Background: an optimization exercise with open tools, aiming at small area. Do not read the settings as production practice.
In this exercise RTL edits were held to simulation tests only and were not proved equivalent to the original.
No activity file was given, so power comes from the tool's default toggle rates.

==> flow/design.v, too long to show whole: its modules and the start of the top module <==
// module regfile: 38 lines
// module hilo: 25 lines
// module tlb: 299 lines
// module div_uu: 97 lines
// module div_wrapper: 51 lines
// module pc: 29 lines
// module if_id: 25 lines
// module id: 319 lines
// module id_ex: 128 lines
// module ex: 304 lines
// module ex_mem: 127 lines
// module mem: 131 lines
// module mem_wb: 67 lines
// module wb: 89 lines
// module cp0: 406 lines
// module mips_top: 467 lines
module mips_top(
    input   wire        clk,
    input   wire        rst,
    input   wire[5:0]   interrupt,
    output  wire[31:0]  inst_sram_addr,
    input   wire[31:0]  inst_sram_rdata,
    output  wire        inst_sram_cache,
    output  wire        data_sram_en,
    output  wire[3:0]   data_sram_wen,
    output  wire[31:0]  data_sram_addr,
    output  wire[31:0]  data_sram_wdata,
    input   wire[31:0]  data_sram_rdata,
    output  wire        data_sram_cache,
    output  wire[31:0]  debug_wb_pc,
    output  wire[3:0]   debug_wb_wen,
    output  wire[4:0]   debug_wb_num,
    output  wire[31:0]  debug_wb_data,
    input   wire        inst_stall,
    input   wire        data_stall,
    output  wire        flush,
    output  wire[3:0]   stall_o
    );
  // ...
==> flow/run.sh <==
#!/bin/bash
# synth_recipe.tcl (not shown) runs the flow's synth.tcl, then flattens the netlist and writes it again
# the make line also repeats each setting of config.mk as NAME=value (left out here)
make -C /OpenROAD-flow-scripts/flow DESIGN_CONFIG=/design/flow/config.mk WORK_HOME=/design/flow/orfs CLKGATE_MAP_FILE= SYNTH_SCRIPT=/design/flow/synth_recipe.tcl finish
==> flow/config.mk <==
export PLATFORM = sky130hd
export DESIGN_NAME = mips_top
export DESIGN_NICKNAME = mips_top
export VERILOG_FILES = /design/flow/design.v
export SDC_FILE = /design/flow/constraint.sdc
export NUM_CORES = 8
export LEC_CHECK = 0
export CAP_MARGIN = 20
export CORE_MARGIN = 2
export CORE_UTILIZATION = 35
export SLEW_MARGIN = 20
==> flow/constraint.sdc <==
create_clock -name core_clock -period 20.0 [get_ports {clk}]
set_input_delay 4.0000 -clock core_clock [delete_from_list [all_inputs] [get_ports {clk}]]
set_output_delay 4.0000 -clock core_clock [all_outputs]
set_load 0.01 [all_outputs]
==> metrics list, run 1 <==
- The tool flagged a number of max-cap violations equal to 0.
* Relative contribution of the clock network to total power: 44.3%
- Worst hold path endpoint: mips_ex.div_wrapper0.div_uu0.q_pipe[4][1]
- After layout, the buffer instance count without clock buffers stands at 977.
- The placed instances occupy a cell area of 345000 um2.
- After detailed routing, the wire length on met1 is 485000 um.
- Number of fillers in the final layout: 88.7k
* Core utilization of the finished layout: 39.3%
* Highest routed metal layer: met5
* Setup repair after global routing missed its margin: false
* Cell type contributing the most total cell area after synthesis: sky130_fd_sc_hd__edfxtp_1
* Number of setup violations in the final report: 0
- After detailed routing, the number of vias per cell comes to 5.65.
- Synthesized-area fraction occupied by xor and xnor cells: 6.58%
- Met2 Track Usage GR: 40.3%
* Final instance area: 364000 um2
- The Yosys step of the flow raised 17 warnings.
* Result of the run: timing/DRC/antenna clean
- Placed cell count: 41.4k
- Worst slack at placement: 4.45 ns
* Share of cell area taken by muxes after synthesis: 6.24%
- The worst setup path is of the input port to output pin kind.
- The tree is rooted in a sky130_fd_sc_hd__clkbuf_16.
- Timing would allow up to 64.1 MHz.
* Buf+Inv Stages, Crit Path: 6
- Footprint of the multi-input gates: 168000 um2
* DP HPWL: 898000 um
==> module div_wrapper, before the edit <==
module div_wrapper(
		input             clock,
		input             reset,
		input             start,
		input             flag_unsigned,
		input      [31:0] operand1,
		input      [31:0] operand2,
		output     [63:0] result,
		output            done
);
parameter DIV_CYCLES = 36;
wire [31:0] abs_opa1;
wire [31:0] abs_opa2;
wire [31:0] tmp_quotient;
wire [31:0] tmp_remain;
wire [31:0] dquotient;
wire [31:0] dremain;
wire div_done;
reg [DIV_CYCLES:0] div_stage;
div_uu #(.z_width(64)) div_uu0(
    .clk (clock),
    .ena (start),
    .z   ({32'h0, abs_opa1}),
    .d   (abs_opa2),
    .q   (tmp_quotient),
    .s   (tmp_remain),
    .div0(),
    .ovf ()
);
assign abs_opa1 = (flag_unsigned || !operand1[31]) ? operand1 : -operand1;
assign abs_opa2 = (flag_unsigned || !operand2[31]) ? operand2 : -operand2;
assign div_done = div_stage[0];
assign dquotient = (flag_unsigned || !(operand1[31]^operand2[31])) ? tmp_quotient : -tmp_quotient;
assign dremain = (flag_unsigned || !(operand1[31]^tmp_remain[31])) ? tmp_remain : -tmp_remain;
assign done = div_done;
assign result = {dremain, dquotient};
always @(posedge clock) begin
    if (reset == 1'b0) begin
        div_stage <= 'b0;
    end
    else if(!start) begin
        div_stage <= 'b0;
    end
    else if(div_stage != 'b0) begin
        div_stage <= div_stage >> 1; 
    end
	else begin
        div_stage <= 'b1 << (DIV_CYCLES-1);
    end
end
endmodule
==> inputs of run 2 (changes only) <==
--- a/flow/design.v
+++ b/flow/design.v
@@ -364,101 +364,2 @@
 endmodule
-`default_nettype wire
-`timescale 1ns / 10ps
-module div_uu(clk, ena, z, d, q, s, div0, ovf);
-	parameter z_width = 16;
-	parameter d_width = z_width /2;
-	input clk;                
-	input ena;                
-	input  [z_width -1:0] z;  
-	input  [d_width -1:0] d;  
-	output [d_width -1:0] q;  
-	output [d_width -1:0] s;  
-	output div0;
-	output ovf;
-	reg [d_width-1:0] q;
-	reg [d_width-1:0] s;
-	reg div0;
-	reg ovf;
-	function [z_width:0] gen_s;
-		input [z_width:0] si;
-		input [z_width:0] di;
-	begin
-	  if(si[z_width])
-	    gen_s = {si[z_width-1:0], 1'b0} + di;
-	  else
-	    gen_s = {si[z_width-1:0], 1'b0} - di;
-	end
-	endfunction
-	function [d_width-1:0] gen_q;
-		input [d_width-1:0] qi;
-		input [z_width:0] si;
-	begin
-	  gen_q = {qi[d_width-2:0], ~si[z_width]};
-	end
-	endfunction
-	function [d_width-1:0] assign_s;
-		input [z_width:0] si;
-		input [z_width:0] di;
-		reg [z_width:0] tmp;
-	begin
-	  if(si[z_width])
-	    tmp = si + di;
-	  else
-	    tmp = si;
-	  assign_s = tmp[z_width-1:z_width-d_width];
-	end
-	endfunction
-	reg [d_width-1:0] q_pipe  [d_width-1:0];
-	reg [z_width:0] s_pipe  [d_width:0];
-	reg [z_width:0] d_pipe  [d_width:0];
-	reg [d_width:0] div0_pipe, ovf_pipe;
-	initial
-	begin
-	  if(d_width !== z_width / 2)
-	    $display("div.v parameter error (d_width != z_width/2).");
-	end
-	integer n0, n1, n2, n3;
-	always @(*)
-	  d_pipe[0] <= {1'b0, d, {(z_width-d_width){1'b0}} };
-	always @(posedge clk)
-	  if(ena)
-	    for(n0=1; n0 <= d_width; n0=n0+1)
-	       d_pipe[n0] <= d_pipe[n0-1];
-	always @(*)
-	  s_pipe[0] <= z;
-	always @(posedge clk)
-	  if(ena)
-	    for(n1=1; n1 <= d_width; n1=n1+1)
-	       s_pipe[n1] <= gen_s(s_pipe[n1-1], d_pipe[n1-1]);
-	always @(posedge clk)
-	  q_pipe[0] <= 0;
-	always @(posedge clk)
-	  if(ena)
-	    for(n2=1; n2 < d_width; n2=n2+1)
-	       q_pipe[n2] <= gen_q(q_pipe[n2-1], s_pipe[n2]);
-	always @(*)
-	begin
-	  ovf_pipe[0]  <= !(z[z_width-1:d_width] < d);
-	  div0_pipe[0] <= ~|d;
-	end
-	always @(posedge clk)
-	  if(ena)
-	    for(n3=1; n3 <= d_width; n3=n3+1)
-	    begin
-	        ovf_pipe[n3] <= ovf_pipe[n3-1];
-	        div0_pipe[n3] <= div0_pipe[n3-1];
-	    end
-	always @(posedge clk)
-	  if(ena)
-	    ovf <= ovf_pipe[d_width];
-	always @(posedge clk)
-	  if(ena)
-	    div0 <= div0_pipe[d_width];
-	always @(posedge clk)
-	  if(ena)
-	    q <= gen_q(q_pipe[d_width-1], s_pipe[d_width]);
-	always @(posedge clk)
-	  if(ena)
-	    s <= assign_s(s_pipe[d_width], d_pipe[d_width]);
-endmodule
 `timescale 1ns / 1ps
@@ -474,42 +375,30 @@
 );
-parameter DIV_CYCLES = 36;
-wire [31:0] abs_opa1;
-wire [31:0] abs_opa2;
-wire [31:0] tmp_quotient;
-wire [31:0] tmp_remain;
-wire [31:0] dquotient;
-wire [31:0] dremain;
-wire div_done;
-reg [DIV_CYCLES:0] div_stage;
-div_uu #(.z_width(64)) div_uu0(
-    .clk (clock),
-    .ena (start),
-    .z   ({32'h0, abs_opa1}),
-    .d   (abs_opa2),
-    .q   (tmp_quotient),
-    .s   (tmp_remain),
-    .div0(),
-    .ovf ()
-);
-assign abs_opa1 = (flag_unsigned || !operand1[31]) ? operand1 : -operand1;
-assign abs_opa2 = (flag_unsigned || !operand2[31]) ? operand2 : -operand2;
-assign div_done = div_stage[0];
-assign dquotient = (flag_unsigned || !(operand1[31]^operand2[31])) ? tmp_quotient : -tmp_quotient;
-assign dremain = (flag_unsigned || !(operand1[31]^tmp_remain[31])) ? tmp_remain : -tmp_remain;
-assign done = div_done;
-assign result = {dremain, dquotient};
+wire [31:0] abs_opa1 = (flag_unsigned || !operand1[31]) ? operand1 : -operand1;
+wire [31:0] abs_opa2 = (flag_unsigned || !operand2[31]) ? operand2 : -operand2;
+reg  [5:0]  cnt;
+reg  [32:0] h;       
+reg  [31:0] l;       
+assign done = (cnt == 6'd36);
+wire [32:0] hs   = {h[31:0], l[31]};
+wire [32:0] hn   = h[32] ? hs + {1'b0, abs_opa2} : hs - {1'b0, abs_opa2};
 always @(posedge clock) begin
-    if (reset == 1'b0) begin
-        div_stage <= 'b0;
-    end
-    else if(!start) begin
-        div_stage <= 'b0;
-    end
-    else if(div_stage != 'b0) begin
-        div_stage <= div_stage >> 1; 
-    end
-	else begin
-        div_stage <= 'b1 << (DIV_CYCLES-1);
+    if (reset == 1'b0 || !start || done)
+        cnt <= 6'd0;
+    else
+        cnt <= cnt + 6'd1;
+end
+always @(posedge clock) begin
+    if (cnt == 6'd0) begin
+        h <= 33'd0;
+        l <= abs_opa1;
+    end else if (cnt <= 6'd32) begin
+        h <= hn;
+        l <= {l[30:0], ~hn[32]};
     end
 end
+wire [31:0] tmp_quotient = l;
+wire [31:0] tmp_remain   = h[32] ? h[31:0] + abs_opa2 : h[31:0];
+wire [31:0] dquotient = (flag_unsigned || !(operand1[31]^operand2[31])) ? tmp_quotient : -tmp_quotient;
+wire [31:0] dremain   = (flag_unsigned || !(operand1[31]^tmp_remain[31])) ? tmp_remain : -tmp_remain;
+assign result = {dremain, dquotient};
 endmodule
==> run 2 against run 1 <==
Still clean. Total power down 59%. Wire length fell by 30%. Die area decreased by 46%. Count of clock-buffer cells in the layout down 460. Sequential power fell by 62%. Sequential share of layout area is 13 points lower. Synthesized cell count down 39%. Combinational power is 25% lower. Design area shrank 47%. Critical endpoint unchanged.
==> metrics list, run 2 <==
* Result of the run: timing/DRC/antenna clean (unchanged)
- The count of TritonRoute iterations in the first routing pass was 19 (was 10).
- The max-capacitance violation count came to 0 (unchanged).
* Max reg flops: 1024 (was 1552)
* Largest voltage drop on the vdd net: 0.112 mV (was 0.0773 mV)
- The stage delay of the slowest cell on the critical path came to 1.02 ns (was 0.76 ns).
- Startpoint of the tightest hold check path: mips_ex_mem.pc_o[19] (was mips_ex.div_wrapper0.div_uu0.q_pipe[3][0])
* Worst Setup Path Type: input port to output pin (unchanged)
- The routability congestion estimate is 1.06 (was 1.02).
- Number of flops mapped to enable cells by yosys: 1057 (was 4161)
- Worst slack at placement: 3.77 ns (was 4.45 ns)
- The number of warning messages in the yosys log was 13 (was 17).
- The area taken by flip-flops and latches was 49900 um2 (was 143000 um2).
* Top flip-flop cell by instance count after synthesis: sky130_fd_sc_hd__edfxtp_1 (unchanged)
- The kind of start point of the critical path is an input port (unchanged).
- The worst-case clock buffer depth came to 4 (was 5).
* Number of fillers in the final layout: 49.3k (was 88.7k)
- Final critical path time including I/O delays and setup: 16.39 ns (was 15.60 ns)
- Setup repair after global routing missed its margin: false (unchanged)
* Met1 layer usage reported by global route: 42.2% (was 31.8%)
- The cell at the root of the clock tree was sky130_fd_sc_hd__clkbuf_16 (unchanged).
- Port Buffers: 248 (unchanged)
* Pin count of the biggest net entering global routing: 96 (was 183)
- The hold buffer count at cts was 0 (unchanged).
* Die height: 710 um (was 968 um)
- Cells resized by post-CTS repair: 0 (unchanged)
- The post-synthesis cell area came to 174000 um2 (was 326000 um2).
* Buf+Inv Stages, Crit Path: 4 (was 6)
- The post-synthesis async set-or-reset flop share is 0% (unchanged).
- List of cells traversed by the critical path: clkdlybuf4s50_1 > inv_1 > ha_1 > or3b_1 > o31a_1 > a41oi_1 > nand4_1 > a21oi_1 > nor2_1 > a32oi_1 > or3b_1 > or2_1 > a21oi_1 > a211oi_1 > o21ai_0 > o31ai_1 > a31oi_1 > inv_1 > clkdlybuf4s50_1 (was clkdlybuf4s50_1 > buf_4 > inv_1 > ha_1 > or2_2 > a211o_1 > a31oi_1 > o22ai_1 > nor4_4 > nand2_1 > and3_1 > a211o_1 > nor4_2 > buf_4 > nand2_1 > nand2_1 > xor2_1 > a21oi_1 > a32o_1 > a32oi_1 > inv_1 > clkdlybuf4s50_1).
- The most common cell after layout, fill and taps aside was sky130_fd_sc_hd__inv_1 (was sky130_fd_sc_hd__edfxtp_1).
- Horizontal die dimension: 710 um (was 968 um)
* Worst slew slack as a fraction of its limit: 12.3% (was 11.5%)
- The launch instance of the worst register-to-register path was mips_id_ex.rs_data_o[14] (was mips_id_ex.rs_data_o[16]).
- The category of cells accounting for the largest share of critical-path delay is compound AO/OA/AOI/OAI gates (was simple AND/OR/NAND/NOR gates).
- Starting DRT DRC Count: 22.0k (was 24.7k)
- Leak pwr: 74.6 nW (was 136 nW)
- The clock network latency to the later pin of the worst-skew pair was 0.99 ns (was 1.12 ns).
- Period Utilization, post-route: 81.9% (was 78.0%)
- Cell type contributing the most total cell area after synthesis: sky130_fd_sc_hd__edfxtp_1 (unchanged)
- Global route overflow: 0 (unchanged)
* Clock slew at reported path FFs: 0.06 ns (about the same)
* Total CTS buffers: 217 (was 598)
- Sequential-to-total area share from yosys stat: 28.6% (was 43.9%)
* CP endpoint kind: output pin (unchanged)
- The number of distinct library cell variants in the gate-level netlist after synthesis is 112 (was 113).
- The final worst clock skew was 0.128 ns (was 0.151 ns).
* Post-CTS Setup Inserts: 0 (unchanged)
- Total wirelength of the detailed-routed design: 859000 um (was 1220000 um)
- Clock tree from TritonCTS: done (unchanged)
- The effective utilization at floorplan came to 35.1% (about the same).
* Synthesis-to-layout area growth: 10.9% (was 11.9%)
- The required time of the worst setup path came to 16.00 ns (about the same).
- The area of the multi-input gates was 112000 um2 (was 168000 um2).
* Initial antenna violation count: 112 (was 126)
- Start point of the critical path: inst_sram_rdata[0] (was inst_sram_rdata[1])
- The area of the die was 504000 um2 (was 938000 um2).
- The per-instance average area after synthesis was 9.74 um2 (was 11.1 um2).
* Cell types with the highest counts after synthesis: sky130_fd_sc_hd__inv_1 (2084), sky130_fd_sc_hd__nand2_1 (1803), sky130_fd_sc_hd__fa_1 (1478) (was sky130_fd_sc_hd__edfxtp_1 (4161), sky130_fd_sc_hd__inv_1 (2583), sky130_fd_sc_hd__nor2_1 (2509))
* I/O pin count: 255 (unchanged)
- Routed len/inst: 34.8 um (was 28.8 um)
- Hold Fails Final Rpt: 0 (unchanged)
- Flip-flop and latch count after synthesis: 1961 (was 5062)
* Met3 capacity usage during global routing: 7.95% (was 5.78%)
- Placeable core region: 497000 um2 (was 928000 um2)
- Worst hold margin: 0.425 ns (was 0.318 ns)
- CP Max Fanout: 16 (was 17)
- The total via count after detailed routing was 152k (was 240k).
- Commonest cells after routing, fill and taps aside: sky130_fd_sc_hd__inv_1 (2075), sky130_fd_sc_hd__nand2_1 (1800), sky130_fd_sc_hd__fa_1 (1478), sky130_fd_sc_hd__nor2_1 (1359), sky130_fd_sc_hd__edfxtp_1 (1057) (was sky130_fd_sc_hd__edfxtp_1 (4161), sky130_fd_sc_hd__inv_1 (2577), sky130_fd_sc_hd__nor2_1 (2467), sky130_fd_sc_hd__nand2_1 (2180), sky130_fd_sc_hd__a21oi_1 (1759))
- The level count of the clock H-tree came to 4 (was 6).
* Power density cells: 53.1 nW/um2 (was 68.3 nW/um2)
- The area share of the leading cell type in the synthesized netlist is 18.2% (was 38.4%).
- Max Transition Viols Final: 0 (unchanged)
- DP HPWL: 646000 um (was 898000 um)
- Via count of the first global-routing pass: 146k (was 237k)
- Worst setup margin: 3.61 ns (was 4.40 ns)
- The remaining routing DRC violations was 0 (unchanged).
- First-pass GRT wire length: 1180000 um (was 1730000 um)
- The number of placement rows is 259 (was 354).
- The highest attainable clock frequency was 61.0 MHz (was 64.1 MHz).
- The final net count came to 20.0k (was 33.0k).
- Total negative setup slack: 0 ns (unchanged)
* Global-route total usage across every layer: 33.2% (was 25.3%)
- Share of final-layout standard cells stronger than drive strength 1: 11.7% (was 9.17%)
- Sinks on the clock net: 1961 (was 5062)
- Number of setup violations in the final report: 0 (unchanged)
* Cell with the largest stage delay on the worst path: sky130_fd_sc_hd__a21oi_1 (was sky130_fd_sc_hd__nor4_4)
- Top cells by area in the synthesized netlist: sky130_fd_sc_hd__edfxtp_1 (18%), sky130_fd_sc_hd__fa_1 (17%), sky130_fd_sc_hd__dfxtp_1 (10%) (was sky130_fd_sc_hd__edfxtp_1 (38%), sky130_fd_sc_hd__fa_1 (9.3%), sky130_fd_sc_hd__ha_1 (6.6%))
- Vias/cell: 6.15 (was 5.65)
- The post-synthesis cell count came to 17.9k (was 29.4k).
- Hold crit path type: flip-flop to flip-flop (unchanged)
* Antenna-violating nets left: 0 (unchanged)
* Met2 Track Usage GR: 49.9% (was 40.3%)
- The arrival time of the worst setup path came to 12.39 ns (was 11.60 ns).
- Most used routing layer: met2 (unchanged)
- Count leader, synth: sky130_fd_sc_hd__inv_1 (was sky130_fd_sc_hd__edfxtp_1)
- Transition time at the pin with the least slew margin: 1.31 ns (was 1.33 ns)
==> run 2: changes by cell type after synthesis, sizes merged, moves of 249 or more <==
cell	change
a21oi	-819
edfxtp	-3104
ha	-991
inv	-491
nand2	-380
nor2	-1100
nor3	-571
o21ai	-249
xnor2	-998
xor2	-786
==> run 2: layout make-up <==
| cell class | instances | area share (%) |
|---|---|---|
| repair buffers | 908 | 3.91 |
| multi-input cells | 12500 | 58.0 |
| diodes | 66 | 0.0854 |
| well taps | 6655 | 4.30 |
| flip-flops and latches | 1961 | 25.8 |
| clock inverters | 107 | 0.609 |
| inverters | 2125 | 4.13 |
| clock buffers | 290 | 3.14 |
==> run 2: power breakdown <==
| part | switching [mW] | internal (mW) | total (mW) |
|---|---|---|---|
| Clock | 1.81 | 2.38 | 4.19 |
| Sequential | 0.100 | 4.25 | 4.35 |
| Combinational | 1.18 | 0.559 | 1.74 |
| Total | 3.09 | 7.19 | 10.3 |
==> run 2: stage by stage <==
| stage | util (%) | total power, mW | cell area [um2] | std cells |
|---|---|---|---|---|
| final | 38.9 | 10.3 | 193000 | 24700 |
| after global routing | 38.9 | 10.5 | 193000 | 24600 |
| after CTS | 38.9 | 10.2 | 193000 | 24600 |
| after detailed placement | 37.4 | 6.10 | 186000 | 24200 |
| after global placement | 37.4 | 6.11 | 186000 | 24200 |
| after floorplan | - | 5.38 | 175000 | 18000 |
==> run 2: layer usage <==
| metal | share of wire (%) | up-vias |
|---|---|---|
| li1 | - | 62400 |
| met1 | 37 | 77000 |
| met2 | 43 | 9805 |
| met3 | 11 | 2483 |
| met4 | 8.5 | 38 |
| met5 | 0.030 | - |
==> run 2: final timing paths <==
kind / endpoint / slack (ns) / cells past startpoint
worst max register to register: mips_ex_mem.hi_wdata_o[30] / 7.70 / 39
worst max-delay path: stall_o[2] / 3.61 / 19
worst min register to register: mips_cp0.pc_r[19] / 0.42 / 0
worst min-delay path: mips_cp0.pc_r[19] / 0.42 / 0
==> run 2: cell families (layout without fill, tap and decap cells) <==
family          Yosys count  in the layout  share of synthesized area, %
flops                  1961           1961                          28.6
buf+inv                3450           3430                          7.66
compound gates         3473           3473                          13.4
fa+ha+maj              2204           2204                          22.2
other cells               1            104                       0.00215
mux                    1206           1206                          11.9
simple gates           4964           4964                          12.9
xor+xnor                661            661                          3.33

-- static timing again, ports no longer ideal --
In the flow no input, the clock included, has a driving cell. The finished layouts below were timed again as built, in two steps.
Step 1 assumes that a clkbuf_16 drives the clock port and a buf_2 every other input.
Step 2 adds t to the input delays and takes it off the output delays; t is the mean of the earliest and latest rising clock arrival at the registers after step 1. Input paths then give back, and output paths get back, about the clock's delay inside the block.
Slacks: ideal ports / drivers / drivers and shift; pairs: ideal ports / drivers.
run	t (ns)	setup slack, ns	worst hold slack (ns)	pins driven straight from the clock port
run 1	1.202	4.398 / 4.375 / 4.375	0.318 / 0.318 / 0.318	1
run 2	1.050	3.612 / 3.510 / 3.510	0.425 / 0.425 / 0.425	1
After both steps setup and hold are still met in every run listed. For run 2, which loses most, drivers alone change the setup slack by -0.102 ns; drivers and shift together by -0.102 ns.
